This design comes from an exercise in tuning for small area, a short achievable clock period and few clock cycles per item on the open sky130 flow, not from production work. Function was checked by simulation only, so behaviour that the tests miss may differ from the original.

===== flow/config.mk =====
export PLATFORM = sky130hd
export DESIGN_NAME = tdes_enc
export DESIGN_NICKNAME = tdes_enc
export VERILOG_FILES = /design/flow/design.v
export SDC_FILE = /design/flow/constraint.sdc
export NUM_CORES = 4
export LEC_CHECK = 0
export CAP_MARGIN = 20
export CELL_PAD_IN_SITES_DETAIL_PLACEMENT = 1
export CORE_AREA = 2 2 248 248
export DIE_AREA = 0 0 250 250
export PLACE_DENSITY = 0.5
export SLEW_MARGIN = 20
export SYNTH_HIERARCHICAL = 1
export SYNTH_MINIMUM_KEEP_SIZE = 0

===== flow/constraint.sdc =====
create_clock -name core_clock -period 10.0 [get_ports {clk}]
set_input_delay 2.0000 -clock core_clock [delete_from_list [all_inputs] [get_ports {clk}]]
set_output_delay 2.0000 -clock core_clock [all_outputs]
set_load 0.01 [all_outputs]

===== flow/design.v =====
module tdes_enc(
    input [63:0] k1,k2,k3,
    input [127:0] pt,
    output [127:0] ct,
    input rst,clk,
    output [63:0] ek1,ek2,ek3,
    output reg done
    );
always @(posedge clk)
  done <= !rst;
wire x0_0;
tdes_xnor2 gx0_0(.a(pt[0]), .b(k3[0]), .y(x0_0));
wire x0_1;
tdes_xnor2 gx0_1(.a(pt[64]), .b(k1[0]), .y(x0_1));
wire x0_2;
tdes_xnor2 gx0_2(.a(k2[0]), .b(x0_0), .y(x0_2));
wire x0_3;
tdes_xnor2 gx0_3(.a(x0_1), .b(x0_2), .y(x0_3));
wire x0_4;
tdes_xnor2 gx0_4(.a(pt[16]), .b(k3[16]), .y(x0_4));
wire x0_5;
tdes_xnor2 gx0_5(.a(pt[80]), .b(k1[16]), .y(x0_5));
wire x0_6;
tdes_xnor2 gx0_6(.a(k2[16]), .b(x0_4), .y(x0_6));
wire x0_7;
tdes_xnor2 gx0_7(.a(x0_5), .b(x0_6), .y(x0_7));
wire x0_8;
tdes_xnor2 gx0_8(.a(pt[32]), .b(k2[32]), .y(x0_8));
wire x0_9;
tdes_xnor2 gx0_9(.a(k3[32]), .b(pt[96]), .y(x0_9));
wire x0_10;
tdes_xnor2 gx0_10(.a(k1[32]), .b(x0_8), .y(x0_10));
wire x0_11;
tdes_xnor2 gx0_11(.a(x0_9), .b(x0_10), .y(x0_11));
wire x0_12;
tdes_xnor2 gx0_12(.a(pt[48]), .b(k2[48]), .y(x0_12));
wire x0_13;
tdes_xnor2 gx0_13(.a(k3[48]), .b(pt[112]), .y(x0_13));
wire x0_14;
tdes_xnor2 gx0_14(.a(k1[48]), .b(x0_12), .y(x0_14));
wire x0_15;
tdes_xnor2 gx0_15(.a(x0_13), .b(x0_14), .y(x0_15));
assign ct[0] = x0_3;
assign ct[16] = x0_7;
assign ct[32] = x0_11;
assign ct[48] = x0_15;
assign ct[64] = pt[0];
assign ct[80] = pt[16];
assign ct[96] = pt[32];
assign ct[112] = pt[48];
assign ek1[0] = k1[0];
assign ek1[16] = k1[16];
assign ek1[32] = k1[32];
assign ek1[48] = k1[48];
assign ek2[0] = k2[0];
assign ek2[16] = k2[16];
assign ek2[32] = k2[32];
assign ek2[48] = k2[48];
assign ek3[0] = k3[0];
assign ek3[16] = k3[16];
assign ek3[32] = k3[32];
assign ek3[48] = k3[48];
wire x1_16;
tdes_xnor2 gx1_16(.a(pt[65]), .b(pt[1]), .y(x1_16));
wire x1_17;
tdes_xnor2 gx1_17(.a(k1[1]), .b(k2[1]), .y(x1_17));
wire x1_18;
tdes_xnor2 gx1_18(.a(k3[1]), .b(x1_16), .y(x1_18));
wire x1_19;
tdes_xnor2 gx1_19(.a(x1_17), .b(x1_18), .y(x1_19));
wire x1_20;
tdes_xnor2 gx1_20(.a(pt[81]), .b(pt[17]), .y(x1_20));
wire x1_21;
tdes_xnor2 gx1_21(.a(k1[17]), .b(k2[17]), .y(x1_21));
wire x1_22;
tdes_xnor2 gx1_22(.a(k3[17]), .b(x1_20), .y(x1_22));
wire x1_23;
tdes_xnor2 gx1_23(.a(x1_21), .b(x1_22), .y(x1_23));
wire x1_24;
tdes_xnor2 gx1_24(.a(pt[33]), .b(k1[33]), .y(x1_24));
wire x1_25;
tdes_xnor2 gx1_25(.a(k2[33]), .b(pt[97]), .y(x1_25));
wire x1_26;
tdes_xnor2 gx1_26(.a(k3[33]), .b(x1_24), .y(x1_26));
wire x1_27;
tdes_xnor2 gx1_27(.a(x1_25), .b(x1_26), .y(x1_27));
wire x1_28;
tdes_xnor2 gx1_28(.a(pt[49]), .b(k1[49]), .y(x1_28));
wire x1_29;
tdes_xnor2 gx1_29(.a(k2[49]), .b(pt[113]), .y(x1_29));
wire x1_30;
tdes_xnor2 gx1_30(.a(k3[49]), .b(x1_28), .y(x1_30));
wire x1_31;
tdes_xnor2 gx1_31(.a(x1_29), .b(x1_30), .y(x1_31));
assign ct[1] = x1_19;
assign ct[17] = x1_23;
assign ct[33] = x1_27;
assign ct[49] = x1_31;
assign ct[65] = pt[1];
assign ct[81] = pt[17];
assign ct[97] = pt[33];
assign ct[113] = pt[49];
assign ek1[1] = k1[1];
assign ek1[17] = k1[17];
assign ek1[33] = k1[33];
assign ek1[49] = k1[49];
assign ek2[1] = k2[1];
assign ek2[17] = k2[17];
assign ek2[33] = k2[33];
assign ek2[49] = k2[49];
assign ek3[1] = k3[1];
assign ek3[17] = k3[17];
assign ek3[33] = k3[33];
assign ek3[49] = k3[49];
wire x2_32;
tdes_xnor2 gx2_32(.a(k2[2]), .b(pt[2]), .y(x2_32));
wire x2_33;
tdes_xnor2 gx2_33(.a(k3[2]), .b(pt[66]), .y(x2_33));
wire x2_34;
tdes_xnor2 gx2_34(.a(k1[2]), .b(x2_32), .y(x2_34));
wire x2_35;
tdes_xnor2 gx2_35(.a(x2_33), .b(x2_34), .y(x2_35));
wire x2_36;
tdes_xnor2 gx2_36(.a(k2[18]), .b(pt[18]), .y(x2_36));
wire x2_37;
tdes_xnor2 gx2_37(.a(k3[18]), .b(pt[82]), .y(x2_37));
wire x2_38;
tdes_xnor2 gx2_38(.a(k1[18]), .b(x2_36), .y(x2_38));
wire x2_39;
tdes_xnor2 gx2_39(.a(x2_37), .b(x2_38), .y(x2_39));
wire x2_40;
tdes_xnor2 gx2_40(.a(k1[34]), .b(pt[34]), .y(x2_40));
wire x2_41;
tdes_xnor2 gx2_41(.a(k2[34]), .b(k3[34]), .y(x2_41));
wire x2_42;
tdes_xnor2 gx2_42(.a(pt[98]), .b(x2_40), .y(x2_42));
wire x2_43;
tdes_xnor2 gx2_43(.a(x2_41), .b(x2_42), .y(x2_43));
wire x2_44;
tdes_xnor2 gx2_44(.a(k1[50]), .b(pt[50]), .y(x2_44));
wire x2_45;
tdes_xnor2 gx2_45(.a(k2[50]), .b(k3[50]), .y(x2_45));
wire x2_46;
tdes_xnor2 gx2_46(.a(pt[114]), .b(x2_44), .y(x2_46));
wire x2_47;
tdes_xnor2 gx2_47(.a(x2_45), .b(x2_46), .y(x2_47));
assign ct[2] = x2_35;
assign ct[18] = x2_39;
assign ct[34] = x2_43;
assign ct[50] = x2_47;
assign ct[66] = pt[2];
assign ct[82] = pt[18];
assign ct[98] = pt[34];
assign ct[114] = pt[50];
assign ek1[2] = k1[2];
assign ek1[18] = k1[18];
assign ek1[34] = k1[34];
assign ek1[50] = k1[50];
assign ek2[2] = k2[2];
assign ek2[18] = k2[18];
assign ek2[34] = k2[34];
assign ek2[50] = k2[50];
assign ek3[2] = k3[2];
assign ek3[18] = k3[18];
assign ek3[34] = k3[34];
assign ek3[50] = k3[50];
wire x3_48;
tdes_xnor2 gx3_48(.a(k3[3]), .b(pt[67]), .y(x3_48));
wire x3_49;
tdes_xnor2 gx3_49(.a(pt[3]), .b(k1[3]), .y(x3_49));
wire x3_50;
tdes_xnor2 gx3_50(.a(k2[3]), .b(x3_48), .y(x3_50));
wire x3_51;
tdes_xnor2 gx3_51(.a(x3_49), .b(x3_50), .y(x3_51));
wire x3_52;
tdes_xnor2 gx3_52(.a(k3[19]), .b(pt[83]), .y(x3_52));
wire x3_53;
tdes_xnor2 gx3_53(.a(pt[19]), .b(k1[19]), .y(x3_53));
wire x3_54;
tdes_xnor2 gx3_54(.a(k2[19]), .b(x3_52), .y(x3_54));
wire x3_55;
tdes_xnor2 gx3_55(.a(x3_53), .b(x3_54), .y(x3_55));
wire x3_56;
tdes_xnor2 gx3_56(.a(pt[99]), .b(k3[35]), .y(x3_56));
wire x3_57;
tdes_xnor2 gx3_57(.a(pt[35]), .b(k1[35]), .y(x3_57));
wire x3_58;
tdes_xnor2 gx3_58(.a(k2[35]), .b(x3_56), .y(x3_58));
wire x3_59;
tdes_xnor2 gx3_59(.a(x3_57), .b(x3_58), .y(x3_59));
wire x3_60;
tdes_xnor2 gx3_60(.a(pt[115]), .b(k3[51]), .y(x3_60));
wire x3_61;
tdes_xnor2 gx3_61(.a(pt[51]), .b(k1[51]), .y(x3_61));
wire x3_62;
tdes_xnor2 gx3_62(.a(k2[51]), .b(x3_60), .y(x3_62));
wire x3_63;
tdes_xnor2 gx3_63(.a(x3_61), .b(x3_62), .y(x3_63));
assign ct[3] = x3_51;
assign ct[19] = x3_55;
assign ct[35] = x3_59;
assign ct[51] = x3_63;
assign ct[67] = pt[3];
assign ct[83] = pt[19];
assign ct[99] = pt[35];
assign ct[115] = pt[51];
assign ek1[3] = k1[3];
assign ek1[19] = k1[19];
assign ek1[35] = k1[35];
assign ek1[51] = k1[51];
assign ek2[3] = k2[3];
assign ek2[19] = k2[19];
assign ek2[35] = k2[35];
assign ek2[51] = k2[51];
assign ek3[3] = k3[3];
assign ek3[19] = k3[19];
assign ek3[35] = k3[35];
assign ek3[51] = k3[51];
wire x4_64;
tdes_xnor2 gx4_64(.a(k1[4]), .b(k2[4]), .y(x4_64));
wire x4_65;
tdes_xnor2 gx4_65(.a(pt[4]), .b(k3[4]), .y(x4_65));
wire x4_66;
tdes_xnor2 gx4_66(.a(pt[68]), .b(x4_64), .y(x4_66));
wire x4_67;
tdes_xnor2 gx4_67(.a(x4_65), .b(x4_66), .y(x4_67));
wire x4_68;
tdes_xnor2 gx4_68(.a(k1[20]), .b(k2[20]), .y(x4_68));
wire x4_69;
tdes_xnor2 gx4_69(.a(pt[20]), .b(k3[20]), .y(x4_69));
wire x4_70;
tdes_xnor2 gx4_70(.a(pt[84]), .b(x4_68), .y(x4_70));
wire x4_71;
tdes_xnor2 gx4_71(.a(x4_69), .b(x4_70), .y(x4_71));
wire x4_72;
tdes_xnor2 gx4_72(.a(pt[100]), .b(k1[36]), .y(x4_72));
wire x4_73;
tdes_xnor2 gx4_73(.a(pt[36]), .b(k2[36]), .y(x4_73));
wire x4_74;
tdes_xnor2 gx4_74(.a(k3[36]), .b(x4_72), .y(x4_74));
wire x4_75;
tdes_xnor2 gx4_75(.a(x4_73), .b(x4_74), .y(x4_75));
wire x4_76;
tdes_xnor2 gx4_76(.a(pt[116]), .b(k1[52]), .y(x4_76));
wire x4_77;
tdes_xnor2 gx4_77(.a(pt[52]), .b(k2[52]), .y(x4_77));
wire x4_78;
tdes_xnor2 gx4_78(.a(k3[52]), .b(x4_76), .y(x4_78));
wire x4_79;
tdes_xnor2 gx4_79(.a(x4_77), .b(x4_78), .y(x4_79));
assign ct[4] = x4_67;
assign ct[20] = x4_71;
assign ct[36] = x4_75;
assign ct[52] = x4_79;
assign ct[68] = pt[4];
assign ct[84] = pt[20];
assign ct[100] = pt[36];
assign ct[116] = pt[52];
assign ek1[4] = k1[4];
assign ek1[20] = k1[20];
assign ek1[36] = k1[36];
assign ek1[52] = k1[52];
assign ek2[4] = k2[4];
assign ek2[20] = k2[20];
assign ek2[36] = k2[36];
assign ek2[52] = k2[52];
assign ek3[4] = k3[4];
assign ek3[20] = k3[20];
assign ek3[36] = k3[36];
assign ek3[52] = k3[52];
wire x5_80;
tdes_xnor2 gx5_80(.a(k2[5]), .b(k3[5]), .y(x5_80));
wire x5_81;
tdes_xnor2 gx5_81(.a(pt[69]), .b(pt[5]), .y(x5_81));
wire x5_82;
tdes_xnor2 gx5_82(.a(k1[5]), .b(x5_80), .y(x5_82));
wire x5_83;
tdes_xnor2 gx5_83(.a(x5_81), .b(x5_82), .y(x5_83));
wire x5_84;
tdes_xnor2 gx5_84(.a(k2[21]), .b(k3[21]), .y(x5_84));
wire x5_85;
tdes_xnor2 gx5_85(.a(pt[85]), .b(pt[21]), .y(x5_85));
wire x5_86;
tdes_xnor2 gx5_86(.a(k1[21]), .b(x5_84), .y(x5_86));
wire x5_87;
tdes_xnor2 gx5_87(.a(x5_85), .b(x5_86), .y(x5_87));
wire x5_88;
tdes_xnor2 gx5_88(.a(k2[37]), .b(pt[101]), .y(x5_88));
wire x5_89;
tdes_xnor2 gx5_89(.a(k3[37]), .b(pt[37]), .y(x5_89));
wire x5_90;
tdes_xnor2 gx5_90(.a(k1[37]), .b(x5_88), .y(x5_90));
wire x5_91;
tdes_xnor2 gx5_91(.a(x5_89), .b(x5_90), .y(x5_91));
wire x5_92;
tdes_xnor2 gx5_92(.a(k2[53]), .b(pt[117]), .y(x5_92));
wire x5_93;
tdes_xnor2 gx5_93(.a(k3[53]), .b(pt[53]), .y(x5_93));
wire x5_94;
tdes_xnor2 gx5_94(.a(k1[53]), .b(x5_92), .y(x5_94));
wire x5_95;
tdes_xnor2 gx5_95(.a(x5_93), .b(x5_94), .y(x5_95));
assign ct[5] = x5_83;
assign ct[21] = x5_87;
assign ct[37] = x5_91;
assign ct[53] = x5_95;
assign ct[69] = pt[5];
assign ct[85] = pt[21];
assign ct[101] = pt[37];
assign ct[117] = pt[53];
assign ek1[5] = k1[5];
assign ek1[21] = k1[21];
assign ek1[37] = k1[37];
assign ek1[53] = k1[53];
assign ek2[5] = k2[5];
assign ek2[21] = k2[21];
assign ek2[37] = k2[37];
assign ek2[53] = k2[53];
assign ek3[5] = k3[5];
assign ek3[21] = k3[21];
assign ek3[37] = k3[37];
assign ek3[53] = k3[53];
wire x6_96;
tdes_xnor2 gx6_96(.a(pt[70]), .b(k1[6]), .y(x6_96));
wire x6_97;
tdes_xnor2 gx6_97(.a(k2[6]), .b(pt[6]), .y(x6_97));
wire x6_98;
tdes_xnor2 gx6_98(.a(k3[6]), .b(x6_96), .y(x6_98));
wire x6_99;
tdes_xnor2 gx6_99(.a(x6_97), .b(x6_98), .y(x6_99));
wire x6_100;
tdes_xnor2 gx6_100(.a(pt[86]), .b(k1[22]), .y(x6_100));
wire x6_101;
tdes_xnor2 gx6_101(.a(k2[22]), .b(pt[22]), .y(x6_101));
wire x6_102;
tdes_xnor2 gx6_102(.a(k3[22]), .b(x6_100), .y(x6_102));
wire x6_103;
tdes_xnor2 gx6_103(.a(x6_101), .b(x6_102), .y(x6_103));
wire x6_104;
tdes_xnor2 gx6_104(.a(k3[38]), .b(pt[102]), .y(x6_104));
wire x6_105;
tdes_xnor2 gx6_105(.a(k1[38]), .b(pt[38]), .y(x6_105));
wire x6_106;
tdes_xnor2 gx6_106(.a(k2[38]), .b(x6_104), .y(x6_106));
wire x6_107;
tdes_xnor2 gx6_107(.a(x6_105), .b(x6_106), .y(x6_107));
wire x6_108;
tdes_xnor2 gx6_108(.a(k3[54]), .b(pt[118]), .y(x6_108));
wire x6_109;
tdes_xnor2 gx6_109(.a(k1[54]), .b(pt[54]), .y(x6_109));
wire x6_110;
tdes_xnor2 gx6_110(.a(k2[54]), .b(x6_108), .y(x6_110));
wire x6_111;
tdes_xnor2 gx6_111(.a(x6_109), .b(x6_110), .y(x6_111));
assign ct[6] = x6_99;
assign ct[22] = x6_103;
assign ct[38] = x6_107;
assign ct[54] = x6_111;
assign ct[70] = pt[6];
assign ct[86] = pt[22];
assign ct[102] = pt[38];
assign ct[118] = pt[54];
assign ek1[6] = k1[6];
assign ek1[22] = k1[22];
assign ek1[38] = k1[38];
assign ek1[54] = k1[54];
assign ek2[6] = k2[6];
assign ek2[22] = k2[22];
assign ek2[38] = k2[38];
assign ek2[54] = k2[54];
assign ek3[6] = k3[6];
assign ek3[22] = k3[22];
assign ek3[38] = k3[38];
assign ek3[54] = k3[54];
wire x7_112;
tdes_xnor2 gx7_112(.a(pt[7]), .b(pt[71]), .y(x7_112));
wire x7_113;
tdes_xnor2 gx7_113(.a(k1[7]), .b(k2[7]), .y(x7_113));
wire x7_114;
tdes_xnor2 gx7_114(.a(k3[7]), .b(x7_112), .y(x7_114));
wire x7_115;
tdes_xnor2 gx7_115(.a(x7_113), .b(x7_114), .y(x7_115));
wire x7_116;
tdes_xnor2 gx7_116(.a(pt[87]), .b(pt[23]), .y(x7_116));
wire x7_117;
tdes_xnor2 gx7_117(.a(k1[23]), .b(k2[23]), .y(x7_117));
wire x7_118;
tdes_xnor2 gx7_118(.a(k3[23]), .b(x7_116), .y(x7_118));
wire x7_119;
tdes_xnor2 gx7_119(.a(x7_117), .b(x7_118), .y(x7_119));
wire x7_120;
tdes_xnor2 gx7_120(.a(pt[103]), .b(pt[39]), .y(x7_120));
wire x7_121;
tdes_xnor2 gx7_121(.a(k1[39]), .b(k2[39]), .y(x7_121));
wire x7_122;
tdes_xnor2 gx7_122(.a(k3[39]), .b(x7_120), .y(x7_122));
wire x7_123;
tdes_xnor2 gx7_123(.a(x7_121), .b(x7_122), .y(x7_123));
wire x7_124;
tdes_xnor2 gx7_124(.a(pt[55]), .b(pt[119]), .y(x7_124));
wire x7_125;
tdes_xnor2 gx7_125(.a(k1[55]), .b(k2[55]), .y(x7_125));
wire x7_126;
tdes_xnor2 gx7_126(.a(k3[55]), .b(x7_124), .y(x7_126));
wire x7_127;
tdes_xnor2 gx7_127(.a(x7_125), .b(x7_126), .y(x7_127));
assign ct[7] = x7_115;
assign ct[23] = x7_119;
assign ct[39] = x7_123;
assign ct[55] = x7_127;
assign ct[71] = pt[7];
assign ct[87] = pt[23];
assign ct[103] = pt[39];
assign ct[119] = pt[55];
assign ek1[7] = k1[7];
assign ek1[23] = k1[23];
assign ek1[39] = k1[39];
assign ek1[55] = k1[55];
assign ek2[7] = k2[7];
assign ek2[23] = k2[23];
assign ek2[39] = k2[39];
assign ek2[55] = k2[55];
assign ek3[7] = k3[7];
assign ek3[23] = k3[23];
assign ek3[39] = k3[39];
assign ek3[55] = k3[55];
wire x8_128;
tdes_xnor2 gx8_128(.a(k3[8]), .b(pt[8]), .y(x8_128));
wire x8_129;
tdes_xnor2 gx8_129(.a(pt[72]), .b(k1[8]), .y(x8_129));
wire x8_130;
tdes_xnor2 gx8_130(.a(k2[8]), .b(x8_128), .y(x8_130));
wire x8_131;
tdes_xnor2 gx8_131(.a(x8_129), .b(x8_130), .y(x8_131));
wire x8_132;
tdes_xnor2 gx8_132(.a(k3[24]), .b(pt[24]), .y(x8_132));
wire x8_133;
tdes_xnor2 gx8_133(.a(pt[88]), .b(k1[24]), .y(x8_133));
wire x8_134;
tdes_xnor2 gx8_134(.a(k2[24]), .b(x8_132), .y(x8_134));
wire x8_135;
tdes_xnor2 gx8_135(.a(x8_133), .b(x8_134), .y(x8_135));
wire x8_136;
tdes_xnor2 gx8_136(.a(k2[40]), .b(k3[40]), .y(x8_136));
wire x8_137;
tdes_xnor2 gx8_137(.a(pt[40]), .b(pt[104]), .y(x8_137));
wire x8_138;
tdes_xnor2 gx8_138(.a(k1[40]), .b(x8_136), .y(x8_138));
wire x8_139;
tdes_xnor2 gx8_139(.a(x8_137), .b(x8_138), .y(x8_139));
wire x8_140;
tdes_xnor2 gx8_140(.a(k3[56]), .b(k2[56]), .y(x8_140));
wire x8_141;
tdes_xnor2 gx8_141(.a(pt[56]), .b(pt[120]), .y(x8_141));
wire x8_142;
tdes_xnor2 gx8_142(.a(k1[56]), .b(x8_140), .y(x8_142));
wire x8_143;
tdes_xnor2 gx8_143(.a(x8_141), .b(x8_142), .y(x8_143));
assign ct[8] = x8_131;
assign ct[24] = x8_135;
assign ct[40] = x8_139;
assign ct[56] = x8_143;
assign ct[72] = pt[8];
assign ct[88] = pt[24];
assign ct[104] = pt[40];
assign ct[120] = pt[56];
assign ek1[8] = k1[8];
assign ek1[24] = k1[24];
assign ek1[40] = k1[40];
assign ek1[56] = k1[56];
assign ek2[8] = k2[8];
assign ek2[24] = k2[24];
assign ek2[40] = k2[40];
assign ek2[56] = k2[56];
assign ek3[8] = k3[8];
assign ek3[24] = k3[24];
assign ek3[40] = k3[40];
assign ek3[56] = k3[56];
wire x9_144;
tdes_xnor2 gx9_144(.a(k1[9]), .b(k2[9]), .y(x9_144));
wire x9_145;
tdes_xnor2 gx9_145(.a(k3[9]), .b(pt[73]), .y(x9_145));
wire x9_146;
tdes_xnor2 gx9_146(.a(pt[9]), .b(x9_144), .y(x9_146));
wire x9_147;
tdes_xnor2 gx9_147(.a(x9_145), .b(x9_146), .y(x9_147));
wire x9_148;
tdes_xnor2 gx9_148(.a(pt[89]), .b(k2[25]), .y(x9_148));
wire x9_149;
tdes_xnor2 gx9_149(.a(k3[25]), .b(k1[25]), .y(x9_149));
wire x9_150;
tdes_xnor2 gx9_150(.a(pt[25]), .b(x9_148), .y(x9_150));
wire x9_151;
tdes_xnor2 gx9_151(.a(x9_149), .b(x9_150), .y(x9_151));
wire x9_152;
tdes_xnor2 gx9_152(.a(pt[105]), .b(k1[41]), .y(x9_152));
wire x9_153;
tdes_xnor2 gx9_153(.a(k2[41]), .b(k3[41]), .y(x9_153));
wire x9_154;
tdes_xnor2 gx9_154(.a(pt[41]), .b(x9_152), .y(x9_154));
wire x9_155;
tdes_xnor2 gx9_155(.a(x9_153), .b(x9_154), .y(x9_155));
wire x9_156;
tdes_xnor2 gx9_156(.a(k1[57]), .b(k2[57]), .y(x9_156));
wire x9_157;
tdes_xnor2 gx9_157(.a(k3[57]), .b(pt[121]), .y(x9_157));
wire x9_158;
tdes_xnor2 gx9_158(.a(pt[57]), .b(x9_156), .y(x9_158));
wire x9_159;
tdes_xnor2 gx9_159(.a(x9_157), .b(x9_158), .y(x9_159));
assign ct[9] = x9_147;
assign ct[25] = x9_151;
assign ct[41] = x9_155;
assign ct[57] = x9_159;
assign ct[73] = pt[9];
assign ct[89] = pt[25];
assign ct[105] = pt[41];
assign ct[121] = pt[57];
assign ek1[9] = k1[9];
assign ek1[25] = k1[25];
assign ek1[41] = k1[41];
assign ek1[57] = k1[57];
assign ek2[9] = k2[9];
assign ek2[25] = k2[25];
assign ek2[41] = k2[41];
assign ek2[57] = k2[57];
assign ek3[9] = k3[9];
assign ek3[25] = k3[25];
assign ek3[41] = k3[41];
assign ek3[57] = k3[57];
wire x10_160;
tdes_xnor2 gx10_160(.a(pt[10]), .b(pt[74]), .y(x10_160));
wire x10_161;
tdes_xnor2 gx10_161(.a(k1[10]), .b(k2[10]), .y(x10_161));
wire x10_162;
tdes_xnor2 gx10_162(.a(k3[10]), .b(x10_160), .y(x10_162));
wire x10_163;
tdes_xnor2 gx10_163(.a(x10_161), .b(x10_162), .y(x10_163));
wire x10_164;
tdes_xnor2 gx10_164(.a(pt[90]), .b(k1[26]), .y(x10_164));
wire x10_165;
tdes_xnor2 gx10_165(.a(k2[26]), .b(pt[26]), .y(x10_165));
wire x10_166;
tdes_xnor2 gx10_166(.a(k3[26]), .b(x10_164), .y(x10_166));
wire x10_167;
tdes_xnor2 gx10_167(.a(x10_165), .b(x10_166), .y(x10_167));
wire x10_168;
tdes_xnor2 gx10_168(.a(k2[42]), .b(pt[42]), .y(x10_168));
wire x10_169;
tdes_xnor2 gx10_169(.a(pt[106]), .b(k1[42]), .y(x10_169));
wire x10_170;
tdes_xnor2 gx10_170(.a(k3[42]), .b(x10_168), .y(x10_170));
wire x10_171;
tdes_xnor2 gx10_171(.a(x10_169), .b(x10_170), .y(x10_171));
wire x10_172;
tdes_xnor2 gx10_172(.a(k2[58]), .b(pt[122]), .y(x10_172));
wire x10_173;
tdes_xnor2 gx10_173(.a(k1[58]), .b(pt[58]), .y(x10_173));
wire x10_174;
tdes_xnor2 gx10_174(.a(k3[58]), .b(x10_172), .y(x10_174));
wire x10_175;
tdes_xnor2 gx10_175(.a(x10_173), .b(x10_174), .y(x10_175));
assign ct[10] = x10_163;
assign ct[26] = x10_167;
assign ct[42] = x10_171;
assign ct[58] = x10_175;
assign ct[74] = pt[10];
assign ct[90] = pt[26];
assign ct[106] = pt[42];
assign ct[122] = pt[58];
assign ek1[10] = k1[10];
assign ek1[26] = k1[26];
assign ek1[42] = k1[42];
assign ek1[58] = k1[58];
assign ek2[10] = k2[10];
assign ek2[26] = k2[26];
assign ek2[42] = k2[42];
assign ek2[58] = k2[58];
assign ek3[10] = k3[10];
assign ek3[26] = k3[26];
assign ek3[42] = k3[42];
assign ek3[58] = k3[58];
wire x11_176;
tdes_xnor2 gx11_176(.a(pt[11]), .b(pt[75]), .y(x11_176));
wire x11_177;
tdes_xnor2 gx11_177(.a(k3[11]), .b(k1[11]), .y(x11_177));
wire x11_178;
tdes_xnor2 gx11_178(.a(k2[11]), .b(x11_176), .y(x11_178));
wire x11_179;
tdes_xnor2 gx11_179(.a(x11_177), .b(x11_178), .y(x11_179));
wire x11_180;
tdes_xnor2 gx11_180(.a(k3[27]), .b(pt[91]), .y(x11_180));
wire x11_181;
tdes_xnor2 gx11_181(.a(pt[27]), .b(k1[27]), .y(x11_181));
wire x11_182;
tdes_xnor2 gx11_182(.a(k2[27]), .b(x11_180), .y(x11_182));
wire x11_183;
tdes_xnor2 gx11_183(.a(x11_181), .b(x11_182), .y(x11_183));
wire x11_184;
tdes_xnor2 gx11_184(.a(k3[43]), .b(pt[43]), .y(x11_184));
wire x11_185;
tdes_xnor2 gx11_185(.a(pt[107]), .b(k1[43]), .y(x11_185));
wire x11_186;
tdes_xnor2 gx11_186(.a(k2[43]), .b(x11_184), .y(x11_186));
wire x11_187;
tdes_xnor2 gx11_187(.a(x11_185), .b(x11_186), .y(x11_187));
wire x11_188;
tdes_xnor2 gx11_188(.a(k3[59]), .b(pt[123]), .y(x11_188));
wire x11_189;
tdes_xnor2 gx11_189(.a(pt[59]), .b(k1[59]), .y(x11_189));
wire x11_190;
tdes_xnor2 gx11_190(.a(k2[59]), .b(x11_188), .y(x11_190));
wire x11_191;
tdes_xnor2 gx11_191(.a(x11_189), .b(x11_190), .y(x11_191));
assign ct[11] = x11_179;
assign ct[27] = x11_183;
assign ct[43] = x11_187;
assign ct[59] = x11_191;
assign ct[75] = pt[11];
assign ct[91] = pt[27];
assign ct[107] = pt[43];
assign ct[123] = pt[59];
assign ek1[11] = k1[11];
assign ek1[27] = k1[27];
assign ek1[43] = k1[43];
assign ek1[59] = k1[59];
assign ek2[11] = k2[11];
assign ek2[27] = k2[27];
assign ek2[43] = k2[43];
assign ek2[59] = k2[59];
assign ek3[11] = k3[11];
assign ek3[27] = k3[27];
assign ek3[43] = k3[43];
assign ek3[59] = k3[59];
wire x12_192;
tdes_xnor2 gx12_192(.a(k2[12]), .b(k3[12]), .y(x12_192));
wire x12_193;
tdes_xnor2 gx12_193(.a(k1[12]), .b(pt[12]), .y(x12_193));
wire x12_194;
tdes_xnor2 gx12_194(.a(pt[76]), .b(x12_192), .y(x12_194));
wire x12_195;
tdes_xnor2 gx12_195(.a(x12_193), .b(x12_194), .y(x12_195));
wire x12_196;
tdes_xnor2 gx12_196(.a(k1[28]), .b(k2[28]), .y(x12_196));
wire x12_197;
tdes_xnor2 gx12_197(.a(k3[28]), .b(pt[28]), .y(x12_197));
wire x12_198;
tdes_xnor2 gx12_198(.a(pt[92]), .b(x12_196), .y(x12_198));
wire x12_199;
tdes_xnor2 gx12_199(.a(x12_197), .b(x12_198), .y(x12_199));
wire x12_200;
tdes_xnor2 gx12_200(.a(k1[44]), .b(k2[44]), .y(x12_200));
wire x12_201;
tdes_xnor2 gx12_201(.a(k3[44]), .b(pt[108]), .y(x12_201));
wire x12_202;
tdes_xnor2 gx12_202(.a(pt[44]), .b(x12_200), .y(x12_202));
wire x12_203;
tdes_xnor2 gx12_203(.a(x12_201), .b(x12_202), .y(x12_203));
wire x12_204;
tdes_xnor2 gx12_204(.a(pt[124]), .b(k1[60]), .y(x12_204));
wire x12_205;
tdes_xnor2 gx12_205(.a(k2[60]), .b(k3[60]), .y(x12_205));
wire x12_206;
tdes_xnor2 gx12_206(.a(pt[60]), .b(x12_204), .y(x12_206));
wire x12_207;
tdes_xnor2 gx12_207(.a(x12_205), .b(x12_206), .y(x12_207));
assign ct[12] = x12_195;
assign ct[28] = x12_199;
assign ct[44] = x12_203;
assign ct[60] = x12_207;
assign ct[76] = pt[12];
assign ct[92] = pt[28];
assign ct[108] = pt[44];
assign ct[124] = pt[60];
assign ek1[12] = k1[12];
assign ek1[28] = k1[28];
assign ek1[44] = k1[44];
assign ek1[60] = k1[60];
assign ek2[12] = k2[12];
assign ek2[28] = k2[28];
assign ek2[44] = k2[44];
assign ek2[60] = k2[60];
assign ek3[12] = k3[12];
assign ek3[28] = k3[28];
assign ek3[44] = k3[44];
assign ek3[60] = k3[60];
wire x13_208;
tdes_xnor2 gx13_208(.a(pt[13]), .b(pt[77]), .y(x13_208));
wire x13_209;
tdes_xnor2 gx13_209(.a(k1[13]), .b(k3[13]), .y(x13_209));
wire x13_210;
tdes_xnor2 gx13_210(.a(k2[13]), .b(x13_208), .y(x13_210));
wire x13_211;
tdes_xnor2 gx13_211(.a(x13_209), .b(x13_210), .y(x13_211));
wire x13_212;
tdes_xnor2 gx13_212(.a(pt[93]), .b(k1[29]), .y(x13_212));
wire x13_213;
tdes_xnor2 gx13_213(.a(k2[29]), .b(k3[29]), .y(x13_213));
wire x13_214;
tdes_xnor2 gx13_214(.a(pt[29]), .b(x13_212), .y(x13_214));
wire x13_215;
tdes_xnor2 gx13_215(.a(x13_213), .b(x13_214), .y(x13_215));
wire x13_216;
tdes_xnor2 gx13_216(.a(pt[45]), .b(pt[109]), .y(x13_216));
wire x13_217;
tdes_xnor2 gx13_217(.a(k1[45]), .b(k3[45]), .y(x13_217));
wire x13_218;
tdes_xnor2 gx13_218(.a(k2[45]), .b(x13_216), .y(x13_218));
wire x13_219;
tdes_xnor2 gx13_219(.a(x13_217), .b(x13_218), .y(x13_219));
wire x13_220;
tdes_xnor2 gx13_220(.a(pt[125]), .b(k1[61]), .y(x13_220));
wire x13_221;
tdes_xnor2 gx13_221(.a(k2[61]), .b(k3[61]), .y(x13_221));
wire x13_222;
tdes_xnor2 gx13_222(.a(pt[61]), .b(x13_220), .y(x13_222));
wire x13_223;
tdes_xnor2 gx13_223(.a(x13_221), .b(x13_222), .y(x13_223));
assign ct[13] = x13_211;
assign ct[29] = x13_215;
assign ct[45] = x13_219;
assign ct[61] = x13_223;
assign ct[77] = pt[13];
assign ct[93] = pt[29];
assign ct[109] = pt[45];
assign ct[125] = pt[61];
assign ek1[13] = k1[13];
assign ek1[29] = k1[29];
assign ek1[45] = k1[45];
assign ek1[61] = k1[61];
assign ek2[13] = k2[13];
assign ek2[29] = k2[29];
assign ek2[45] = k2[45];
assign ek2[61] = k2[61];
assign ek3[13] = k3[13];
assign ek3[29] = k3[29];
assign ek3[45] = k3[45];
assign ek3[61] = k3[61];
wire x14_224;
tdes_xnor2 gx14_224(.a(k1[62]), .b(k3[62]), .y(x14_224));
wire x14_225;
tdes_xnor2 gx14_225(.a(k1[46]), .b(k3[46]), .y(x14_225));
wire x14_226;
tdes_xnor2 gx14_226(.a(k2[62]), .b(x14_224), .y(x14_226));
wire x14_227;
tdes_xnor2 gx14_227(.a(k1[30]), .b(k3[30]), .y(x14_227));
wire x14_228;
tdes_xnor2 gx14_228(.a(k2[46]), .b(x14_225), .y(x14_228));
wire x14_229;
tdes_xnor2 gx14_229(.a(pt[14]), .b(x14_227), .y(x14_229));
wire x14_230;
tdes_xnor2 gx14_230(.a(k2[30]), .b(x14_226), .y(x14_230));
wire x14_231;
tdes_xnor2 gx14_231(.a(pt[78]), .b(k1[14]), .y(x14_231));
wire x14_232;
tdes_xnor2 gx14_232(.a(k2[14]), .b(k3[14]), .y(x14_232));
wire x14_233;
tdes_xnor2 gx14_233(.a(k2[62]), .b(x14_231), .y(x14_233));
wire x14_234;
tdes_xnor2 gx14_234(.a(x14_232), .b(x14_228), .y(x14_234));
wire x14_235;
tdes_xnor2 gx14_235(.a(x14_229), .b(x14_233), .y(x14_235));
wire x14_236;
tdes_xnor2 gx14_236(.a(x14_234), .b(x14_235), .y(x14_236));
wire x14_237;
tdes_xnor2 gx14_237(.a(pt[94]), .b(pt[30]), .y(x14_237));
wire x14_238;
tdes_xnor2 gx14_238(.a(x14_225), .b(x14_227), .y(x14_238));
wire x14_239;
tdes_xnor2 gx14_239(.a(x14_237), .b(x14_238), .y(x14_239));
wire x14_240;
tdes_xor2 gx14_240(.a(x14_230), .b(x14_239), .y(x14_240));
wire x14_241;
tdes_xnor2 gx14_241(.a(pt[46]), .b(pt[110]), .y(x14_241));
wire x14_242;
tdes_xnor2 gx14_242(.a(x14_224), .b(x14_241), .y(x14_242));
wire x14_243;
tdes_xnor2 gx14_243(.a(x14_228), .b(x14_242), .y(x14_243));
wire x14_244;
tdes_xnor2 gx14_244(.a(pt[126]), .b(pt[62]), .y(x14_244));
wire x14_245;
tdes_xnor2 gx14_245(.a(x14_244), .b(x14_226), .y(x14_245));
wire x14_246;
tdes_xnor2 gx14_246(.a(x14_229), .b(x14_230), .y(x14_246));
wire x14_247;
tdes_xor2 gx14_247(.a(pt[30]), .b(x14_228), .y(x14_247));
wire x14_248;
tdes_xor2 gx14_248(.a(pt[46]), .b(x14_226), .y(x14_248));
wire x14_249;
tdes_xor2 gx14_249(.a(k1[30]), .b(k1[14]), .y(x14_249));
wire x14_250;
tdes_xor2 gx14_250(.a(k1[46]), .b(k1[30]), .y(x14_250));
wire x14_251;
tdes_xor2 gx14_251(.a(k1[62]), .b(k1[46]), .y(x14_251));
wire x14_252;
tdes_xor2 gx14_252(.a(k2[30]), .b(k2[14]), .y(x14_252));
wire x14_253;
tdes_xor2 gx14_253(.a(k2[30]), .b(k2[46]), .y(x14_253));
wire x14_254;
tdes_xor2 gx14_254(.a(k2[46]), .b(k2[62]), .y(x14_254));
wire x14_255;
tdes_xor2 gx14_255(.a(k3[14]), .b(k3[30]), .y(x14_255));
wire x14_256;
tdes_xor2 gx14_256(.a(k3[46]), .b(k3[30]), .y(x14_256));
wire x14_257;
tdes_xor2 gx14_257(.a(k3[62]), .b(k3[46]), .y(x14_257));
assign ct[14] = x14_236;
assign ct[30] = x14_240;
assign ct[46] = x14_243;
assign ct[62] = x14_245;
assign ct[78] = x14_246;
assign ct[94] = x14_247;
assign ct[110] = x14_248;
assign ct[126] = pt[62];
assign ek1[14] = x14_249;
assign ek1[30] = x14_250;
assign ek1[46] = x14_251;
assign ek1[62] = k1[62];
assign ek2[14] = x14_252;
assign ek2[30] = x14_253;
assign ek2[46] = x14_254;
assign ek2[62] = k2[62];
assign ek3[14] = x14_255;
assign ek3[30] = x14_256;
assign ek3[46] = x14_257;
assign ek3[62] = k3[62];
wire x15_258;
tdes_xnor2 gx15_258(.a(k1[63]), .b(k3[63]), .y(x15_258));
wire x15_259;
tdes_xnor2 gx15_259(.a(k1[47]), .b(k3[47]), .y(x15_259));
wire x15_260;
tdes_xnor2 gx15_260(.a(k2[63]), .b(x15_258), .y(x15_260));
wire x15_261;
tdes_xnor2 gx15_261(.a(k1[31]), .b(k3[31]), .y(x15_261));
wire x15_262;
tdes_xnor2 gx15_262(.a(k2[47]), .b(x15_259), .y(x15_262));
wire x15_263;
tdes_xnor2 gx15_263(.a(pt[15]), .b(x15_261), .y(x15_263));
wire x15_264;
tdes_xnor2 gx15_264(.a(k2[31]), .b(x15_260), .y(x15_264));
wire x15_265;
tdes_xnor2 gx15_265(.a(k2[63]), .b(k1[15]), .y(x15_265));
wire x15_266;
tdes_xnor2 gx15_266(.a(pt[79]), .b(k2[15]), .y(x15_266));
wire x15_267;
tdes_xnor2 gx15_267(.a(k3[15]), .b(x15_265), .y(x15_267));
wire x15_268;
tdes_xnor2 gx15_268(.a(x15_266), .b(x15_262), .y(x15_268));
wire x15_269;
tdes_xnor2 gx15_269(.a(x15_263), .b(x15_267), .y(x15_269));
wire x15_270;
tdes_xnor2 gx15_270(.a(x15_268), .b(x15_269), .y(x15_270));
wire x15_271;
tdes_xnor2 gx15_271(.a(pt[31]), .b(pt[95]), .y(x15_271));
wire x15_272;
tdes_xnor2 gx15_272(.a(x15_261), .b(x15_259), .y(x15_272));
wire x15_273;
tdes_xnor2 gx15_273(.a(x15_271), .b(x15_272), .y(x15_273));
wire x15_274;
tdes_xor2 gx15_274(.a(x15_264), .b(x15_273), .y(x15_274));
wire x15_275;
tdes_xnor2 gx15_275(.a(pt[111]), .b(pt[47]), .y(x15_275));
wire x15_276;
tdes_xnor2 gx15_276(.a(x15_258), .b(x15_275), .y(x15_276));
wire x15_277;
tdes_xnor2 gx15_277(.a(x15_262), .b(x15_276), .y(x15_277));
wire x15_278;
tdes_xnor2 gx15_278(.a(pt[63]), .b(pt[127]), .y(x15_278));
wire x15_279;
tdes_xnor2 gx15_279(.a(x15_278), .b(x15_260), .y(x15_279));
wire x15_280;
tdes_xnor2 gx15_280(.a(x15_263), .b(x15_264), .y(x15_280));
wire x15_281;
tdes_xor2 gx15_281(.a(pt[31]), .b(x15_262), .y(x15_281));
wire x15_282;
tdes_xor2 gx15_282(.a(pt[47]), .b(x15_260), .y(x15_282));
wire x15_283;
tdes_xor2 gx15_283(.a(k1[31]), .b(k1[15]), .y(x15_283));
wire x15_284;
tdes_xor2 gx15_284(.a(k1[47]), .b(k1[31]), .y(x15_284));
wire x15_285;
tdes_xor2 gx15_285(.a(k1[63]), .b(k1[47]), .y(x15_285));
wire x15_286;
tdes_xor2 gx15_286(.a(k2[31]), .b(k2[15]), .y(x15_286));
wire x15_287;
tdes_xor2 gx15_287(.a(k2[47]), .b(k2[31]), .y(x15_287));
wire x15_288;
tdes_xor2 gx15_288(.a(k2[63]), .b(k2[47]), .y(x15_288));
wire x15_289;
tdes_xor2 gx15_289(.a(k3[31]), .b(k3[15]), .y(x15_289));
wire x15_290;
tdes_xor2 gx15_290(.a(k3[47]), .b(k3[31]), .y(x15_290));
wire x15_291;
tdes_xor2 gx15_291(.a(k3[63]), .b(k3[47]), .y(x15_291));
assign ct[15] = x15_270;
assign ct[31] = x15_274;
assign ct[47] = x15_277;
assign ct[63] = x15_279;
assign ct[79] = x15_280;
assign ct[95] = x15_281;
assign ct[111] = x15_282;
assign ct[127] = pt[63];
assign ek1[15] = x15_283;
assign ek1[31] = x15_284;
assign ek1[47] = x15_285;
assign ek1[63] = k1[63];
assign ek2[15] = x15_286;
assign ek2[31] = x15_287;
assign ek2[47] = x15_288;
assign ek2[63] = k2[63];
assign ek3[15] = x15_289;
assign ek3[31] = x15_290;
assign ek3[47] = x15_291;
assign ek3[63] = k3[63];
endmodule
module tdes_xor2(input a, input b, output y);
assign y = a ^ b;
endmodule
module tdes_xnor2(input a, input b, output y);
assign y = ~(a ^ b);
endmodule

===== flow/flow/run.sh =====
#!/bin/bash
# The standard layout, with two changes to how it is made:
# - the port buffers that buffer_ports inserts are sky130_fd_sc_hd__buf_1
#   instead of the slow delay buffer it picks by default;
# - place_pins keeps the ports of each bit lane together (pins_args.txt,
#   written by gen/pins.py), so each lane's XOR tree sits next to its pins.
set -euo pipefail
PINS="$(cat flow/pins_args.txt)"
bash standard.sh "BUFFER_PORTS_ARGS=-buffer_cell sky130_fd_sc_hd__buf_1" "PLACE_PINS_ARGS=$PINS" finish > standard.log 2>&1

===== flow/flow/pins_args.txt =====
-group_pins {ct[64] pt[0] ek1[0] k1[0] pt[64] ct[0] k2[0] ek2[0] k3[0] ek3[0]} -group_pins {ct[80] pt[16] ek1[16] k1[16] pt[80] ct[16] k2[16] ek2[16] k3[16] ek3[16]} -group_pins {ct[96] pt[32] ek1[32] k1[32] pt[96] ct[32] k2[32] ek2[32] k3[32] ek3[32]} -group_pins {ct[112] pt[48] ek1[48] k1[48] pt[112] ct[48] k2[48] ek2[48] k3[48] ek3[48]} -group_pins {ct[65] pt[1] ek1[1] k1[1] pt[65] ct[1] k2[1] ek2[1] k3[1] ek3[1]} -group_pins {ct[81] pt[17] ek1[17] k1[17] pt[81] ct[17] k2[17] ek2[17] k3[17] ek3[17]} -group_pins {ct[97] pt[33] ek1[33] k1[33] pt[97] ct[33] k2[33] ek2[33] k3[33] ek3[33]} -group_pins {ct[113] pt[49] ek1[49] k1[49] pt[113] ct[49] k2[49] ek2[49] k3[49] ek3[49]} -group_pins {ct[66] pt[2] ek1[2] k1[2] pt[66] ct[2] k2[2] ek2[2] k3[2] ek3[2]} -group_pins {ct[82] pt[18] ek1[18] k1[18] pt[82] ct[18] k2[18] ek2[18] k3[18] ek3[18]} -group_pins {ct[98] pt[34] ek1[34] k1[34] pt[98] ct[34] k2[34] ek2[34] k3[34] ek3[34]} -group_pins {ct[114] pt[50] ek1[50] k1[50] pt[114] ct[50] k2[50] ek2[50] k3[50] ek3[50]} -group_pins {ct[67] pt[3] ek1[3] k1[3] pt[67] ct[3] k2[3] ek2[3] k3[3] ek3[3]} -group_pins {ct[83] pt[19] ek1[19] k1[19] pt[83] ct[19] k2[19] ek2[19] k3[19] ek3[19]} -group_pins {ct[99] pt[35] ek1[35] k1[35] pt[99] ct[35] k2[35] ek2[35] k3[35] ek3[35]} -group_pins {ct[115] pt[51] ek1[51] k1[51] pt[115] ct[51] k2[51] ek2[51] k3[51] ek3[51]} -group_pins {ct[68] pt[4] ek1[4] k1[4] pt[68] ct[4] k2[4] ek2[4] k3[4] ek3[4]} -group_pins {ct[84] pt[20] ek1[20] k1[20] pt[84] ct[20] k2[20] ek2[20] k3[20] ek3[20]} -group_pins {ct[100] pt[36] ek1[36] k1[36] pt[100] ct[36] k2[36] ek2[36] k3[36] ek3[36]} -group_pins {ct[116] pt[52] ek1[52] k1[52] pt[116] ct[52] k2[52] ek2[52] k3[52] ek3[52]} -group_pins {ct[69] pt[5] ek1[5] k1[5] pt[69] ct[5] k2[5] ek2[5] k3[5] ek3[5]} -group_pins {ct[85] pt[21] ek1[21] k1[21] pt[85] ct[21] k2[21] ek2[21] k3[21] ek3[21]} -group_pins {ct[101] pt[37] ek1[37] k1[37] pt[101] ct[37] k2[37] ek2[37] k3[37] ek3[37]} -group_pins {ct[117] pt[53] ek1[53] k1[53] pt[117] ct[53] k2[53] ek2[53] k3[53] ek3[53]} -group_pins {ct[70] pt[6] ek1[6] k1[6] pt[70] ct[6] k2[6] ek2[6] k3[6] ek3[6]} -group_pins {ct[86] pt[22] ek1[22] k1[22] pt[86] ct[22] k2[22] ek2[22] k3[22] ek3[22]} -group_pins {ct[102] pt[38] ek1[38] k1[38] pt[102] ct[38] k2[38] ek2[38] k3[38] ek3[38]} -group_pins {ct[118] pt[54] ek1[54] k1[54] pt[118] ct[54] k2[54] ek2[54] k3[54] ek3[54]} -group_pins {ct[71] pt[7] ek1[7] k1[7] pt[71] ct[7] k2[7] ek2[7] k3[7] ek3[7]} -group_pins {ct[87] pt[23] ek1[23] k1[23] pt[87] ct[23] k2[23] ek2[23] k3[23] ek3[23]} -group_pins {ct[103] pt[39] ek1[39] k1[39] pt[103] ct[39] k2[39] ek2[39] k3[39] ek3[39]} -group_pins {ct[119] pt[55] ek1[55] k1[55] pt[119] ct[55] k2[55] ek2[55] k3[55] ek3[55]} -group_pins {ct[72] pt[8] ek1[8] k1[8] pt[72] ct[8] k2[8] ek2[8] k3[8] ek3[8]} -group_pins {ct[88] pt[24] ek1[24] k1[24] pt[88] ct[24] k2[24] ek2[24] k3[24] ek3[24]} -group_pins {ct[104] pt[40] ek1[40] k1[40] pt[104] ct[40] k2[40] ek2[40] k3[40] ek3[40]} -group_pins {ct[120] pt[56] ek1[56] k1[56] pt[120] ct[56] k2[56] ek2[56] k3[56] ek3[56]} -group_pins {ct[73] pt[9] ek1[9] k1[9] pt[73] ct[9] k2[9] ek2[9] k3[9] ek3[9]} -group_pins {ct[89] pt[25] ek1[25] k1[25] pt[89] ct[25] k2[25] ek2[25] k3[25] ek3[25]} -group_pins {ct[105] pt[41] ek1[41] k1[41] pt[105] ct[41] k2[41] ek2[41] k3[41] ek3[41]} -group_pins {ct[121] pt[57] ek1[57] k1[57] pt[121] ct[57] k2[57] ek2[57] k3[57] ek3[57]} -group_pins {ct[74] pt[10] ek1[10] k1[10] pt[74] ct[10] k2[10] ek2[10] k3[10] ek3[10]} -group_pins {ct[90] pt[26] ek1[26] k1[26] pt[90] ct[26] k2[26] ek2[26] k3[26] ek3[26]} -group_pins {ct[106] pt[42] ek1[42] k1[42] pt[106] ct[42] k2[42] ek2[42] k3[42] ek3[42]} -group_pins {ct[122] pt[58] ek1[58] k1[58] pt[122] ct[58] k2[58] ek2[58] k3[58] ek3[58]} -group_pins {ct[75] pt[11] ek1[11] k1[11] pt[75] ct[11] k2[11] ek2[11] k3[11] ek3[11]} -group_pins {ct[91] pt[27] ek1[27] k1[27] pt[91] ct[27] k2[27] ek2[27] k3[27] ek3[27]} -group_pins {ct[107] pt[43] ek1[43] k1[43] pt[107] ct[43] k2[43] ek2[43] k3[43] ek3[43]} -group_pins {ct[123] pt[59] ek1[59] k1[59] pt[123] ct[59] k2[59] ek2[59] k3[59] ek3[59]} -group_pins {ct[76] pt[12] ek1[12] k1[12] pt[76] ct[12] k2[12] ek2[12] k3[12] ek3[12]} -group_pins {ct[92] pt[28] ek1[28] k1[28] pt[92] ct[28] k2[28] ek2[28] k3[28] ek3[28]} -group_pins {ct[108] pt[44] ek1[44] k1[44] pt[108] ct[44] k2[44] ek2[44] k3[44] ek3[44]} -group_pins {ct[124] pt[60] ek1[60] k1[60] pt[124] ct[60] k2[60] ek2[60] k3[60] ek3[60]} -group_pins {ct[77] pt[13] ek1[13] k1[13] pt[77] ct[13] k2[13] ek2[13] k3[13] ek3[13]} -group_pins {ct[93] pt[29] ek1[29] k1[29] pt[93] ct[29] k2[29] ek2[29] k3[29] ek3[29]} -group_pins {ct[109] pt[45] ek1[45] k1[45] pt[109] ct[45] k2[45] ek2[45] k3[45] ek3[45]} -group_pins {ct[125] pt[61] ek1[61] k1[61] pt[125] ct[61] k2[61] ek2[61] k3[61] ek3[61]} -group_pins {ct[78] pt[14] ek1[14] k1[14] pt[78] ct[14] k2[14] ek2[14] k3[14] ek3[14] ct[94] pt[30] ek1[30] k1[30] pt[94] ct[30] k2[30] ek2[30] k3[30] ek3[30]} -group_pins {ct[110] pt[46] ek1[46] k1[46] pt[110] ct[46] k2[46] ek2[46] k3[46] ek3[46] ct[126] pt[62] ek1[62] k1[62] pt[126] ct[62] k2[62] ek2[62] k3[62] ek3[62]} -group_pins {ct[79] pt[15] ek1[15] k1[15] pt[79] ct[15] k2[15] ek2[15] k3[15] ek3[15] ct[95] pt[31] ek1[31] k1[31] pt[95] ct[31] k2[31] ek2[31] k3[31] ek3[31]} -group_pins {ct[111] pt[47] ek1[47] k1[47] pt[111] ct[47] k2[47] ek2[47] k3[47] ek3[47] ct[127] pt[63] ek1[63] k1[63] pt[127] ct[63] k2[63] ek2[63] k3[63] ek3[63]}

===== flow/standard.sh =====
#!/bin/bash
# synth_recipe.tcl (not shown) runs the flow's synth.tcl, then flattens the netlist and writes it again
# the make line also repeats each setting of config.mk as NAME=value (left out here)
make -C /OpenROAD-flow-scripts/flow DESIGN_CONFIG=/design/flow/config.mk WORK_HOME=/design/flow/orfs CLKGATE_MAP_FILE= SYNTH_SCRIPT=/design/flow/synth_recipe.tcl "${@:-finish}"

==> results.txt <==
[modules after synthesis, one instance, submodules excluded]
module | times used | area, um^2
tdes_enc | 1 | 2430
tdes_xnor2 | 268 | 8.76
tdes_xor2 | 24 | 8.76
[logic make-up after synthesis]
logic type / synth area share [%]
buffers and inverters: 48.3
xor gates and xnor gates: 51.3
DFF: 0.402
[cells in the mapped netlist]
cell type and instances:
xnor2_1 268, dfxtp_1 1, inv_1 1, buf_4 320, xor2_1 24
==> flow_summary_export.csv <==
group,metric,value,unit
yosys,synth_fp_nets,936,
yosys,postSynthCellCount,614,
die,die_h,250,um
yosys,synth.ff_latch_count,1,
die,start_util,8.29,%
die,rows,90,
yosys,syn_area_per_cell,8.12,um^2
run_status,stop_error,"[ERROR PPL-0086] Pin group of size 10 was not assigned.",
yosys,yosysWarningCount,7,
run_status,status,"did not finish",
yosys,yosys.cell_types.count,5,
yosys,synth_seq_area_share,0.402,%
yosys,yosysTopAreaCell,"buf_4",
die,die_w,250,um
yosys,netlist_top_cells_area,"buf_4 48%, xnor2_1 47%, xor2_1 4.2%, dfxtp_1 0.40%, inv_1 0.075%",
yosys,synth_top_area_share,48.2,%
yosys,netlist_area,0.00498,mm^2
run_status,stop_stage,"3_2_place_iop",
Testbench counts, summed over its fixed seeds: cycles 512, items 256.
